This is an optimization exercise on Yosys and OpenROAD, whose aim is small area and a short achievable clock period, not a production implementation.
Where RTL was checked, it was by simulation tests only, not by an equivalence proof against the original.
The clock port is modelled as an ideal driver; clocking choices that lean on that would not hold on a real chip.

==> exp/tundra <==
Design IIR, start of the top module:
module IIR (
    input              clk,
    input              rst_n,
    input        [7:0] adc,
    output       [7:0] dac,
    output             adc_clk,
    output             dac_clk
);
Settings: LEC_CHECK=0, CAP_MARGIN=20, CORE_MARGIN=2, CORE_UTILIZATION=40, SLEW_MARGIN=20, SYNTH_HIERARCHICAL=1, SYNTH_MINIMUM_KEEP_SIZE=0; clock period 17.0 ns.
standard.sh (not shown) runs the stock make flow with config.mk's settings and CLKGATE_MAP_FILE= SYNTH_SCRIPT=/design/flow/synth_recipe.tcl, a recipe that flattens the netlist after the stock synthesis.
==> flow/flow/run.sh <==
#!/bin/bash
# The standard layout (standard.sh: ORFS, synthesis to final layout), with
# these changes:
#  - the ports get plain buffers (buf_2) instead of the delay cells that
#    buffer_ports picks by default, and the reset port, which drives every
#    flip-flop, a buf_8 (flow/pre_resize.tcl, before repair_design);
#  - the clock port drives three clkbuf_8, each of which drives the registers
#    of one third of the core (flow/pre_cts.tcl), instead of a five-buffer
#    tree with dummy loads.
# standard.sh's output goes to standard.log, ORFS's logs to orfs/logs/.
set -o pipefail
HERE=$(pwd)
cp standard.sh standard_sh.txt
export BUFFER_PORTS_ARGS="-buffer_cell sky130_fd_sc_hd__buf_2"
export PRE_RESIZE_TCL=$HERE/flow/pre_resize.tcl
export PRE_CTS_TCL=$HERE/flow/pre_cts.tcl
export CTS_ARGS="-clk_nets clk -repair_clock_nets -dont_use_dummy_load -buf_list sky130_fd_sc_hd__clkbuf_8"
bash standard.sh > standard.log 2>&1
Other scripts of this flow, unchanged in this note and not shown: flow/flow/pre_cts.tcl, flow/flow/pre_resize.tcl
==> inputs of exp/onyx, as changes to exp/tundra <==
- CORE_UTILIZATION: 40 -> 65
- PLACE_DENSITY: default -> 0.75
==> comparison table <==
R2r setup slk: exp/tundra 11.15 ns; exp/onyx 11.19 ns
Critical Path Max Stage Delay: exp/tundra 0.46 ns; exp/onyx 0.49 ns
Smallest hold slack: exp/tundra 0.4683 ns; exp/onyx 0.4818 ns
Wire length of the first global-routing pass: exp/tundra 17500 µm; exp/onyx 16500 µm
Capturing element of the worst setup path: exp/tundra dac[5]; exp/onyx dac[7]
Worst path setup slack after routing: exp/tundra 7.491 ns; exp/onyx 7.488 ns
GR Layer Usage met3: exp/tundra 1.998%; exp/onyx 2.401%
Register fraction of the total cell area: exp/tundra 20.59%; exp/onyx 20.82%
Setup skew after layout: exp/tundra 0.007216 ns; exp/onyx 0.01091 ns
Final RePlAce weighted congestion: exp/tundra 0.8955; exp/onyx 0.8838
Status: exp/tundra finished clean; exp/onyx finished clean
Worst reg2reg startpoint: exp/tundra y1[1]; exp/onyx y1[3]
Non-filler cells in the finished layout: exp/tundra 482; exp/onyx 438
Vert. Die Dim: exp/tundra 112.6 µm; exp/onyx 89.20 µm
Vias in the first global route: exp/tundra 3128; exp/onyx 3073
Wire length on met3: exp/tundra 448 µm; exp/onyx 577 µm
Wire length on met2: exp/tundra 5506 µm; exp/onyx 5518 µm
Pre-Repair DR Iteration Count: exp/tundra 4; exp/onyx 5
Number of DRC violations after detailed-routing iteration 0: exp/tundra 147; exp/onyx 170

---

==> raven <==
IIR, a different RTL version from the one above (not shown whole).
export LEC_CHECK = 0
export CAP_MARGIN = 20
export CORE_MARGIN = 2
export CORE_UTILIZATION = 40
export SLEW_MARGIN = 20
export SYNTH_HIERARCHICAL = 1
export SYNTH_MINIMUM_KEEP_SIZE = 0
create_clock -name core_clock -period 17.0 [get_ports {clk}]
run.sh (not shown) runs the stock make flow with config.mk's settings and CLKGATE_MAP_FILE= SYNTH_SCRIPT=/design/flow/synth_recipe.tcl, a recipe that flattens the netlist after the stock synthesis.
Stock flow here: none of the scripts above is used.
==> indigo: changes against raven <==
--- a/flow/design.v
+++ b/flow/design.v
@@ -414,11 +414,11 @@
 iir_fa us147 (.a(s139), .b(s141), .c(c120), .s(s147), .co(c148));
 iir_fa us149 (.a(s143), .b(c122), .c(c124), .s(s149), .co(c150));
 iir_fa us151 (.a(s145), .b(s147), .c(c126), .s(s151), .co(c152));
 iir_fa us153 (.a(s149), .b(c128), .c(s151), .s(s153), .co(c154));
 iir_fa us155 (.a(c130), .b(s153), .c(c132), .s(s155), .co(c156));
-iir_fa us157 (.a(s155), .b(adc[6]), .c(adc[2]), .s(s157), .co(c158));
+iir_fa us157 (.a(adc[6]), .b(adc[2]), .c(s155), .s(s157), .co(c158));
 iir_fa us159 (.a(c134), .b(s157), .c(c136), .s(s159), .co(c160));
 assign s161 = ~(w[9] ^ w[7]);
 assign c162 = w[9] | w[7];
 iir_fa us163 (.a(w[3]), .b(y1[5]), .c(y1[2]), .s(s163), .co(c164));
 iir_fa us165 (.a(y2[2]), .b(i1), .c(i9), .s(s165), .co(c166));
@@ -426,47 +426,47 @@
 iir_fa us169 (.a(c140), .b(c142), .c(s163), .s(s169), .co(c170));
 iir_fa us171 (.a(c144), .b(s165), .c(s167), .s(s171), .co(c172));
 iir_fa us173 (.a(c146), .b(c148), .c(s169), .s(s173), .co(c174));
 iir_fa us175 (.a(s171), .b(c150), .c(s173), .s(s175), .co(c176));
 iir_fa us177 (.a(c152), .b(s175), .c(c154), .s(s177), .co(c178));
-iir_fa us179 (.a(s177), .b(c156), .c(adc[7]), .s(s179), .co(c180));
-iir_fa us181 (.a(adc[3]), .b(c158), .c(s179), .s(s181), .co(c182));
+iir_fa us179 (.a(s177), .b(adc[7]), .c(adc[3]), .s(s179), .co(c180));
+iir_fa us181 (.a(c156), .b(s179), .c(c158), .s(s181), .co(c182));
 assign s183 = ~(w[8] ^ w[4]);
 assign c184 = w[8] | w[4];
 iir_fa us185 (.a(y1[6]), .b(y1[3]), .c(y1[0]), .s(s185), .co(c186));
 iir_fa us187 (.a(y2[3]), .b(i10), .c(i8), .s(s187), .co(c188));
 iir_fa us189 (.a(i4), .b(c162), .c(s183), .s(s189), .co(c190));
 iir_fa us191 (.a(c164), .b(s185), .c(c166), .s(s191), .co(c192));
 iir_fa us193 (.a(s187), .b(c168), .c(s189), .s(s193), .co(c194));
 iir_fa us195 (.a(c170), .b(s191), .c(c172), .s(s195), .co(c196));
 iir_fa us197 (.a(s193), .b(c174), .c(s195), .s(s197), .co(c198));
 iir_fa us199 (.a(c176), .b(s197), .c(c178), .s(s199), .co(c200));
-iir_fa us201 (.a(s199), .b(adc[4]), .c(c180), .s(s201), .co(c202));
+iir_fa us201 (.a(adc[4]), .b(s199), .c(c180), .s(s201), .co(c202));
 iir_fa us203 (.a(w[9]), .b(w[5]), .c(y1[7]), .s(s203), .co(c204));
 iir_fa us205 (.a(y1[4]), .b(y1[1]), .c(y2[8]), .s(s205), .co(c206));
 iir_fa us207 (.a(y2[4]), .b(i9), .c(i5), .s(s207), .co(c208));
 iir_fa us209 (.a(c184), .b(c186), .c(s203), .s(s209), .co(c210));
 iir_fa us211 (.a(s205), .b(c188), .c(s207), .s(s211), .co(c212));
 iir_fa us213 (.a(c190), .b(c192), .c(s209), .s(s213), .co(c214));
 iir_fa us215 (.a(s211), .b(c194), .c(s213), .s(s215), .co(c216));
 iir_fa us217 (.a(c196), .b(s215), .c(c198), .s(s217), .co(c218));
-iir_fa us219 (.a(s217), .b(c200), .c(adc[5]), .s(s219), .co(c220));
+iir_fa us219 (.a(adc[5]), .b(s217), .c(c200), .s(s219), .co(c220));
 iir_fa us221 (.a(w[6]), .b(y1[5]), .c(y1[2]), .s(s221), .co(c222));
 iir_fa us223 (.a(y2[5]), .b(i1), .c(i10), .s(s223), .co(c224));
 iir_fa us225 (.a(i6), .b(c204), .c(c206), .s(s225), .co(c226));
 iir_fa us227 (.a(s221), .b(c208), .c(s223), .s(s227), .co(c228));
 iir_fa us229 (.a(c210), .b(s225), .c(c212), .s(s229), .co(c230));
 iir_fa us231 (.a(s227), .b(c214), .c(s229), .s(s231), .co(c232));
 iir_fa us233 (.a(c216), .b(s231), .c(c218), .s(s233), .co(c234));
-iir_fa us235 (.a(s233), .b(adc[6]), .c(c220), .s(s235), .co(c236));
+iir_fa us235 (.a(adc[6]), .b(s233), .c(c220), .s(s235), .co(c236));
 iir_fa us237 (.a(w[7]), .b(y1[6]), .c(y1[3]), .s(s237), .co(c238));
 iir_fa us239 (.a(y2[8]), .b(y2[6]), .c(i7), .s(s239), .co(c240));
 iir_fa us241 (.a(c222), .b(s237), .c(c224), .s(s241), .co(c242));
 iir_fa us243 (.a(s239), .b(c226), .c(c228), .s(s243), .co(c244));
 iir_fa us245 (.a(s241), .b(c230), .c(s243), .s(s245), .co(c246));
-iir_fa us247 (.a(c232), .b(s245), .c(c234), .s(s247), .co(c248));
-iir_fa us249 (.a(adc[7]), .b(s247), .c(c236), .s(s249), .co(c250));
+iir_fa us247 (.a(c232), .b(s245), .c(adc[7]), .s(s247), .co(c248));
+iir_fa us249 (.a(c234), .b(s247), .c(c236), .s(s249), .co(c250));
 assign s251 = ~(w[8] ^ y1[7]);
 assign c252 = w[8] | y1[7];
 iir_fa us253 (.a(y1[4]), .b(y2[7]), .c(i8), .s(s253), .co(c254));
 iir_fa us255 (.a(s251), .b(c238), .c(c240), .s(s255), .co(c256));
 iir_fa us257 (.a(s253), .b(c242), .c(s255), .s(s257), .co(c258));
==> flow/flow/run.sh (new file) <==
#!/bin/bash
# Standard ORFS layout (the standard.sh) with two changes:
#  - the ports get plain buffers (buf_2) instead of the delay cells that
#    buffer_ports picks by default;
#  - the clock tree is built from clkbuf_8 cells, without dummy load cells.
# standard.sh's and ORFS's output go to standard.log and orfs/logs/.
set -o pipefail
cp standard.sh standard_sh.txt
export BUFFER_PORTS_ARGS="-buffer_cell sky130_fd_sc_hd__buf_2"
export CTS_ARGS="-sink_clustering_enable -repair_clock_nets -dont_use_dummy_load -buf_list sky130_fd_sc_hd__clkbuf_8"
bash standard.sh > standard.log 2>&1
==> flow/standard.sh (new file) <==
#!/bin/bash
# synth_recipe.tcl (not shown) runs the flow's synth.tcl, then flattens the netlist and writes it again
# the make line also repeats each setting of config.mk as NAME=value (left out here)
make -C /OpenROAD-flow-scripts/flow DESIGN_CONFIG=/design/flow/config.mk WORK_HOME=/design/flow/orfs CLKGATE_MAP_FILE= SYNTH_SCRIPT=/design/flow/synth_recipe.tcl "${@:-finish}"
removed: flow/run.sh
==> yarrow: changes against raven <==
--- a/flow/design.v
+++ b/flow/design.v
@@ -14,21 +14,16 @@
     else c <= c + 4'd1;
 assign adc_clk = s;
 assign dac_clk = s;
 wire en = (c == 4'd11) & ~s;
 reg [7:0] x1;
+reg [9:0] w;     
 reg [8:0] y1, y2;
-reg [9:0] w;    
+wire [8:0] y;
 always @(posedge clk or negedge rst_n)
-    if (!rst_n) w <= 10'd0;
-    else if (en) w <= wn;
-wire [9:0] wn = {c300, s299, s297, s295, s293, s291, s289, s287, s285, x1[0]};
-wire [8:0] y = acc[20:12];
-assign dac = y[7:0];
-always @(posedge clk or negedge rst_n)
-    if (!rst_n) begin x1 <= 8'd0; y1 <= 9'd0; y2 <= 9'd0; end
-    else if (en) begin x1 <= adc; y1 <= y; y2 <= y1; end
+    if (!rst_n) begin x1 <= 8'd0; w <= 10'd0; y1 <= 9'd0; y2 <= 9'd0; end
+    else if (en) begin x1 <= adc; w <= wn; y1 <= y; y2 <= y1; end
 wire i1;
 wire i2;
 wire i3;
 wire i4;
 wire i5;
@@ -309,29 +304,13 @@
 wire c280;
 wire s281;
 wire c282;
 wire s283;
 wire c284;
-wire s285;
-wire c286;
-wire s287;
-wire c288;
-wire s289;
-wire c290;
-wire s291;
-wire c292;
-wire s293;
-wire c294;
-wire s295;
-wire c296;
-wire s297;
-wire c298;
-wire s299;
-wire c300;
-wire [20:0] ra = {s283, s281, s277, c262, s261, s249, s235, c202, c182, c160, c138, s137, c92, c72, s71, s53, s37, c18, s17, s11, x1[0]};
-wire [20:0] rb = {1'b0, 1'b0, 1'b0, s271, 1'b0, 1'b0, 1'b0, s219, s201, s181, s159, 1'b0, s113, s91, 1'b0, 1'b0, 1'b0, s25, 1'b0, 1'b0, y2[0]};
-wire [20:0] acc = ra + rb;
+wire [20:0] sum1;
+assign sum1 = {c282, c278, c272, c262, c250, c236, c220, c202, c182, c160, c138, s135, c92, c72, c54, s51, s37, adc[1], adc[0], s11, x1[0]} + {s283, s281, s277, s271, s261, s249, s235, s219, s201, s181, s159, s137, s113, s91, s71, s53, 1'b0, s25, s17, 1'b0, y2[0]};
+wire [9:0] wn = {1'b0, adc, 1'b0} + {2'b0, x1};
 assign i1 = ~y1[8];
 assign i2 = ~y2[8];
 assign i3 = ~y2[0];
 assign i4 = ~y2[1];
 assign i5 = ~y2[2];
@@ -341,39 +320,42 @@
 assign i9 = ~y2[6];
 assign i10 = ~y2[7];
 iir_fa us11 (.a(x1[1]), .b(y1[0]), .c(y2[1]), .s(s11), .co(c12));
 iir_fa us13 (.a(w[0]), .b(x1[2]), .c(y1[1]), .s(s13), .co(c14));
 iir_fa us15 (.a(y2[2]), .b(y2[0]), .c(c12), .s(s15), .co(c16));
-iir_fa us17 (.a(s13), .b(s15), .c(adc[0]), .s(s17), .co(c18));
+assign s17 = s13 ^ s15;
+assign c18 = s13 & s15;
 iir_fa us19 (.a(w[1]), .b(x1[3]), .c(y1[2]), .s(s19), .co(c20));
 iir_fa us21 (.a(y1[0]), .b(y2[3]), .c(y2[1]), .s(s21), .co(c22));
 iir_fa us23 (.a(c14), .b(s19), .c(s21), .s(s23), .co(c24));
-iir_fa us25 (.a(c16), .b(s23), .c(adc[1]), .s(s25), .co(c26));
+iir_fa us25 (.a(c16), .b(s23), .c(c18), .s(s25), .co(c26));
 iir_fa us27 (.a(w[2]), .b(w[0]), .c(x1[4]), .s(s27), .co(c28));
 iir_fa us29 (.a(y1[3]), .b(y1[1]), .c(y2[4]), .s(s29), .co(c30));
 iir_fa us31 (.a(y2[2]), .b(c20), .c(c22), .s(s31), .co(c32));
 iir_fa us33 (.a(s27), .b(s29), .c(c24), .s(s33), .co(c34));
-iir_fa us35 (.a(s31), .b(s33), .c(adc[2]), .s(s35), .co(c36));
-iir_fa us37 (.a(adc[0]), .b(c26), .c(s35), .s(s37), .co(c38));
+iir_fa us35 (.a(s31), .b(s33), .c(c26), .s(s35), .co(c36));
+iir_fa us37 (.a(s35), .b(adc[2]), .c(adc[0]), .s(s37), .co(c38));
 assign s39 = ~(w[3] ^ w[1]);
 assign c40 = w[3] | w[1];
 iir_fa us41 (.a(x1[5]), .b(y1[4]), .c(y1[2]), .s(s41), .co(c42));
 iir_fa us43 (.a(y2[5]), .b(y2[3]), .c(i3), .s(s43), .co(c44));
 iir_fa us45 (.a(s39), .b(c28), .c(c30), .s(s45), .co(c46));
 iir_fa us47 (.a(s41), .b(s43), .c(c32), .s(s47), .co(c48));
 iir_fa us49 (.a(s45), .b(c34), .c(s47), .s(s49), .co(c50));
-iir_fa us51 (.a(s49), .b(adc[3]), .c(adc[1]), .s(s51), .co(c52));
-iir_fa us53 (.a(c36), .b(s51), .c(c38), .s(s53), .co(c54));
+iir_fa us51 (.a(s49), .b(c36), .c(adc[3]), .s(s51), .co(c52));
+assign s53 = adc[1] ^ c38;
+assign c54 = adc[1] & c38;
 iir_fa us55 (.a(w[4]), .b(w[2]), .c(x1[6]), .s(s55), .co(c56));
 iir_fa us57 (.a(y1[5]), .b(y1[3]), .c(y1[0]), .s(s57), .co(c58));
 iir_fa us59 (.a(y2[6]), .b(y2[4]), .c(i4), .s(s59), .co(c60));
 iir_fa us61 (.a(c40), .b(c42), .c(s55), .s(s61), .co(c62));
 iir_fa us63 (.a(s57), .b(c44), .c(s59), .s(s63), .co(c64));
 iir_fa us65 (.a(c46), .b(s61), .c(s63), .s(s65), .co(c66));
 iir_fa us67 (.a(c48), .b(s65), .c(c50), .s(s67), .co(c68));
 iir_fa us69 (.a(s67), .b(adc[4]), .c(adc[2]), .s(s69), .co(c70));
-iir_fa us71 (.a(c52), .b(s69), .c(c54), .s(s71), .co(c72));
+assign s71 = c52 ^ s69;
+assign c72 = c52 & s69;
 assign s73 = ~(w[5] ^ w[3]);
 assign c74 = w[5] | w[3];
 iir_fa us75 (.a(x1[7]), .b(y1[6]), .c(y1[4]), .s(s75), .co(c76));
 iir_fa us77 (.a(y1[1]), .b(y2[7]), .c(y2[5]), .s(s77), .co(c78));
 iir_fa us79 (.a(i5), .b(i3), .c(s73), .s(s79), .co(c80));
@@ -404,21 +386,22 @@
 iir_fa us127 (.a(s121), .b(c102), .c(s123), .s(s127), .co(c128));
 iir_fa us129 (.a(c104), .b(s125), .c(c106), .s(s129), .co(c130));
 iir_fa us131 (.a(s127), .b(c108), .c(s129), .s(s131), .co(c132));
 iir_fa us133 (.a(s131), .b(c110), .c(adc[7]), .s(s133), .co(c134));
 iir_fa us135 (.a(adc[5]), .b(adc[1]), .c(c112), .s(s135), .co(c136));
-iir_fa us137 (.a(s133), .b(c114), .c(s135), .s(s137), .co(c138));
+assign s137 = s133 ^ c114;
+assign c138 = s133 & c114;
 iir_fa us139 (.a(w[8]), .b(w[6]), .c(w[2]), .s(s139), .co(c140));
 iir_fa us141 (.a(y1[7]), .b(y1[4]), .c(y1[1]), .s(s141), .co(c142));
 iir_fa us143 (.a(y2[1]), .b(i2), .c(i8), .s(s143), .co(c144));
 iir_fa us145 (.a(i6), .b(c116), .c(c118), .s(s145), .co(c146));
 iir_fa us147 (.a(s139), .b(s141), .c(c120), .s(s147), .co(c148));
 iir_fa us149 (.a(s143), .b(c122), .c(c124), .s(s149), .co(c150));
 iir_fa us151 (.a(s145), .b(s147), .c(c126), .s(s151), .co(c152));
 iir_fa us153 (.a(s149), .b(c128), .c(s151), .s(s153), .co(c154));
 iir_fa us155 (.a(c130), .b(s153), .c(c132), .s(s155), .co(c156));
-iir_fa us157 (.a(s155), .b(adc[6]), .c(adc[2]), .s(s157), .co(c158));
+iir_fa us157 (.a(adc[6]), .b(adc[2]), .c(s155), .s(s157), .co(c158));
 iir_fa us159 (.a(c134), .b(s157), .c(c136), .s(s159), .co(c160));
 assign s161 = ~(w[9] ^ w[7]);
 assign c162 = w[9] | w[7];
 iir_fa us163 (.a(w[3]), .b(y1[5]), .c(y1[2]), .s(s163), .co(c164));
 iir_fa us165 (.a(y2[2]), .b(i1), .c(i9), .s(s165), .co(c166));
@@ -426,76 +409,74 @@
 iir_fa us169 (.a(c140), .b(c142), .c(s163), .s(s169), .co(c170));
 iir_fa us171 (.a(c144), .b(s165), .c(s167), .s(s171), .co(c172));
 iir_fa us173 (.a(c146), .b(c148), .c(s169), .s(s173), .co(c174));
 iir_fa us175 (.a(s171), .b(c150), .c(s173), .s(s175), .co(c176));
 iir_fa us177 (.a(c152), .b(s175), .c(c154), .s(s177), .co(c178));
-iir_fa us179 (.a(s177), .b(c156), .c(adc[7]), .s(s179), .co(c180));
-iir_fa us181 (.a(adc[3]), .b(c158), .c(s179), .s(s181), .co(c182));
+iir_fa us179 (.a(s177), .b(adc[7]), .c(adc[3]), .s(s179), .co(c180));
+iir_fa us181 (.a(c156), .b(s179), .c(c158), .s(s181), .co(c182));
 assign s183 = ~(w[8] ^ w[4]);
 assign c184 = w[8] | w[4];
 iir_fa us185 (.a(y1[6]), .b(y1[3]), .c(y1[0]), .s(s185), .co(c186));
 iir_fa us187 (.a(y2[3]), .b(i10), .c(i8), .s(s187), .co(c188));
 iir_fa us189 (.a(i4), .b(c162), .c(s183), .s(s189), .co(c190));
 iir_fa us191 (.a(c164), .b(s185), .c(c166), .s(s191), .co(c192));
 iir_fa us193 (.a(s187), .b(c168), .c(s189), .s(s193), .co(c194));
 iir_fa us195 (.a(c170), .b(s191), .c(c172), .s(s195), .co(c196));
 iir_fa us197 (.a(s193), .b(c174), .c(s195), .s(s197), .co(c198));
 iir_fa us199 (.a(c176), .b(s197), .c(c178), .s(s199), .co(c200));
-iir_fa us201 (.a(s199), .b(adc[4]), .c(c180), .s(s201), .co(c202));
+iir_fa us201 (.a(adc[4]), .b(s199), .c(c180), .s(s201), .co(c202));
 iir_fa us203 (.a(w[9]), .b(w[5]), .c(y1[7]), .s(s203), .co(c204));
 iir_fa us205 (.a(y1[4]), .b(y1[1]), .c(y2[8]), .s(s205), .co(c206));
 iir_fa us207 (.a(y2[4]), .b(i9), .c(i5), .s(s207), .co(c208));
 iir_fa us209 (.a(c184), .b(c186), .c(s203), .s(s209), .co(c210));
 iir_fa us211 (.a(s205), .b(c188), .c(s207), .s(s211), .co(c212));
 iir_fa us213 (.a(c190), .b(c192), .c(s209), .s(s213), .co(c214));
 iir_fa us215 (.a(s211), .b(c194), .c(s213), .s(s215), .co(c216));
 iir_fa us217 (.a(c196), .b(s215), .c(c198), .s(s217), .co(c218));
-iir_fa us219 (.a(s217), .b(c200), .c(adc[5]), .s(s219), .co(c220));
+iir_fa us219 (.a(adc[5]), .b(s217), .c(c200), .s(s219), .co(c220));
 iir_fa us221 (.a(w[6]), .b(y1[5]), .c(y1[2]), .s(s221), .co(c222));
 iir_fa us223 (.a(y2[5]), .b(i1), .c(i10), .s(s223), .co(c224));
 iir_fa us225 (.a(i6), .b(c204), .c(c206), .s(s225), .co(c226));
 iir_fa us227 (.a(s221), .b(c208), .c(s223), .s(s227), .co(c228));
 iir_fa us229 (.a(c210), .b(s225), .c(c212), .s(s229), .co(c230));
 iir_fa us231 (.a(s227), .b(c214), .c(s229), .s(s231), .co(c232));
 iir_fa us233 (.a(c216), .b(s231), .c(c218), .s(s233), .co(c234));
-iir_fa us235 (.a(s233), .b(adc[6]), .c(c220), .s(s235), .co(c236));
+assign s235 = adc[6] ^ s233;
+assign c236 = adc[6] & s233;
 iir_fa us237 (.a(w[7]), .b(y1[6]), .c(y1[3]), .s(s237), .co(c238));
 iir_fa us239 (.a(y2[8]), .b(y2[6]), .c(i7), .s(s239), .co(c240));
 iir_fa us241 (.a(c222), .b(s237), .c(c224), .s(s241), .co(c242));
 iir_fa us243 (.a(s239), .b(c226), .c(c228), .s(s243), .co(c244));
 iir_fa us245 (.a(s241), .b(c230), .c(s243), .s(s245), .co(c246));
-iir_fa us247 (.a(c232), .b(s245), .c(c234), .s(s247), .co(c248));
-iir_fa us249 (.a(adc[7]), .b(s247), .c(c236), .s(s249), .co(c250));
+iir_fa us247 (.a(c232), .b(s245), .c(adc[7]), .s(s247), .co(c248));
+assign s249 = c234 ^ s247;
+assign c250 = c234 & s247;
 assign s251 = ~(w[8] ^ y1[7]);
 assign c252 = w[8] | y1[7];
 iir_fa us253 (.a(y1[4]), .b(y2[7]), .c(i8), .s(s253), .co(c254));
 iir_fa us255 (.a(s251), .b(c238), .c(c240), .s(s255), .co(c256));
 iir_fa us257 (.a(s253), .b(c242), .c(s255), .s(s257), .co(c258));
 iir_fa us259 (.a(c244), .b(s257), .c(c246), .s(s259), .co(c260));
-iir_fa us261 (.a(s259), .b(c248), .c(c250), .s(s261), .co(c262));
+assign s261 = s259 ^ c248;
+assign c262 = s259 & c248;
 assign s263 = ~(w[9] ^ y1[5]);
 assign c264 = w[9] | y1[5];
 iir_fa us265 (.a(i1), .b(i2), .c(i9), .s(s265), .co(c266));
 iir_fa us267 (.a(c252), .b(s263), .c(c254), .s(s267), .co(c268));
 iir_fa us269 (.a(s265), .b(c256), .c(s267), .s(s269), .co(c270));
 iir_fa us271 (.a(c258), .b(s269), .c(c260), .s(s271), .co(c272));
 iir_fa us273 (.a(y1[6]), .b(i10), .c(c264), .s(s273), .co(c274));
 iir_fa us275 (.a(c266), .b(s273), .c(c268), .s(s275), .co(c276));
-iir_fa us277 (.a(s275), .b(c270), .c(c272), .s(s277), .co(c278));
+assign s277 = s275 ^ c270;
+assign c278 = s275 & c270;
 iir_fa us279 (.a(y1[7]), .b(y2[8]), .c(c274), .s(s279), .co(c280));
-iir_fa us281 (.a(s279), .b(c276), .c(c278), .s(s281), .co(c282));
-iir_fa us283 (.a(i1), .b(c280), .c(c282), .s(s283), .co(c284));
-assign s285 = adc[0] ^ x1[1];
-assign c286 = adc[0] & x1[1];
-iir_fa us287 (.a(adc[1]), .b(x1[2]), .c(c286), .s(s287), .co(c288));
-iir_fa us289 (.a(adc[2]), .b(x1[3]), .c(c288), .s(s289), .co(c290));
-iir_fa us291 (.a(adc[3]), .b(x1[4]), .c(c290), .s(s291), .co(c292));
-iir_fa us293 (.a(adc[4]), .b(x1[5]), .c(c292), .s(s293), .co(c294));
-iir_fa us295 (.a(adc[5]), .b(x1[6]), .c(c294), .s(s295), .co(c296));
-iir_fa us297 (.a(adc[6]), .b(x1[7]), .c(c296), .s(s297), .co(c298));
-assign s299 = adc[7] ^ c298;
-assign c300 = adc[7] & c298;
+assign s281 = s279 ^ c276;
+assign c282 = s279 & c276;
+assign s283 = i1 ^ c280;
+assign c284 = i1 & c280;
+assign y = sum1[20:12];
+assign dac = y[7:0];
 endmodule
 module iir_fa (input a, input b, input c, output s, output co);
 assign s = a ^ b ^ c;
 assign co = (a & b) | (a & c) | (b & c);
 endmodule
==> flow/flow/run.sh (new file) <==
#!/bin/bash
# Standard ORFS layout with two changes: plain buffers (buf_2) on the ports
# instead of the delay cells buffer_ports picks by default, and a clock tree
# without dummy load cells, built from small clock buffers.
set -o pipefail
cp standard.sh standard_sh.txt
export BUFFER_PORTS_ARGS="-buffer_cell sky130_fd_sc_hd__buf_2"
export CTS_ARGS="-sink_clustering_enable -repair_clock_nets -dont_use_dummy_load -buf_list {sky130_fd_sc_hd__clkbuf_4 sky130_fd_sc_hd__clkbuf_8}"
bash standard.sh > standard.log 2>&1
==> flow/standard.sh (new file) <==
#!/bin/bash
# synth_recipe.tcl (not shown) runs the flow's synth.tcl, then flattens the netlist and writes it again
# the make line also repeats each setting of config.mk as NAME=value (left out here)
make -C /OpenROAD-flow-scripts/flow DESIGN_CONFIG=/design/flow/config.mk WORK_HOME=/design/flow/orfs CLKGATE_MAP_FILE= SYNTH_SCRIPT=/design/flow/synth_recipe.tcl "${@:-finish}"
removed: flow/run.sh
==> comparison table <==
Run status: indigo finished clean; yarrow finished clean; raven finished clean
Area Overhead vs Synth: indigo 5.325%; yarrow 5.449%; raven 9.682%
Non-clock buffer total of the final layout: indigo 20; yarrow 21; raven 20
Via density per instance: indigo 5.200; yarrow 5.380; raven 5.295
Std-Cell Core Area: indigo 12010 µm²; yarrow 13190 µm²; raven 12010 µm²
Share of final layout cell area taken by clock buffers and inverters: indigo 1.330%; yarrow 1.209%; raven 3.531%
Pin count of the biggest net entering global routing: indigo 55; yarrow 42; raven 55
Width of the chip: indigo 114.8 µm; yarrow 120.2 µm; raven 114.8 µm
Fillers: indigo 1122; yarrow 1246; raven 1120
Adder-cell share of the synthesized area: indigo 60.03%; yarrow 54.39%; raven 60.03%
Number of global-route vias before repair: indigo 3160; yarrow 3817; raven 3311
Most frequent cell on the critical path: indigo fa_1; yarrow -; raven fa_1
Final estimated routing congestion in global placement: indigo 0.8960; yarrow 0.9350; raven 0.9018
Function not checked in raven and yarrow: the RTL went through the layout flow alone.

re-timing with driven ports:
The results above use ideal ports. As a check the final layouts listed here were re-extracted and re-timed, cells and wires unchanged.
Step 1 assumes that a clkbuf_16 drives the clock port and a buf_2 every other input.
Step 2, shift: input delay + t, output delay - t, t = (earliest + latest rising clock arrival at the registers) / 2. This alone moves slack from input paths to output paths.
Slacks: no drivers / after step 1 / after step 2; pairs: no drivers / after step 1.
run | t (ns) | slack for setup (ns) | latest minus earliest clock arrival (ns) | worst slew at a driven data input, ns
exp/tundra | 0.208 | 7.491 / 7.466 / 7.466 | 0.007 / 0.008 | 0.05
exp/onyx | 0.205 | 7.488 / 7.462 / 7.462 | 0.010 / 0.011 | 0.05
raven | 0.328 | 6.085 / 6.055 / 6.055 | 0.007 / 0.008 | 0.03
indigo | 0.330 | 7.011 / 6.986 / 6.986 | 0.012 / 0.011 | 0.03
yarrow | 0.355 | 6.827 / 6.800 / 6.800 | 0.006 / 0.006 | 0.03
After both steps setup and hold are still met in every run listed. For raven, which loses most, drivers alone change the setup slack by -0.030 ns; drivers and shift together by -0.030 ns.
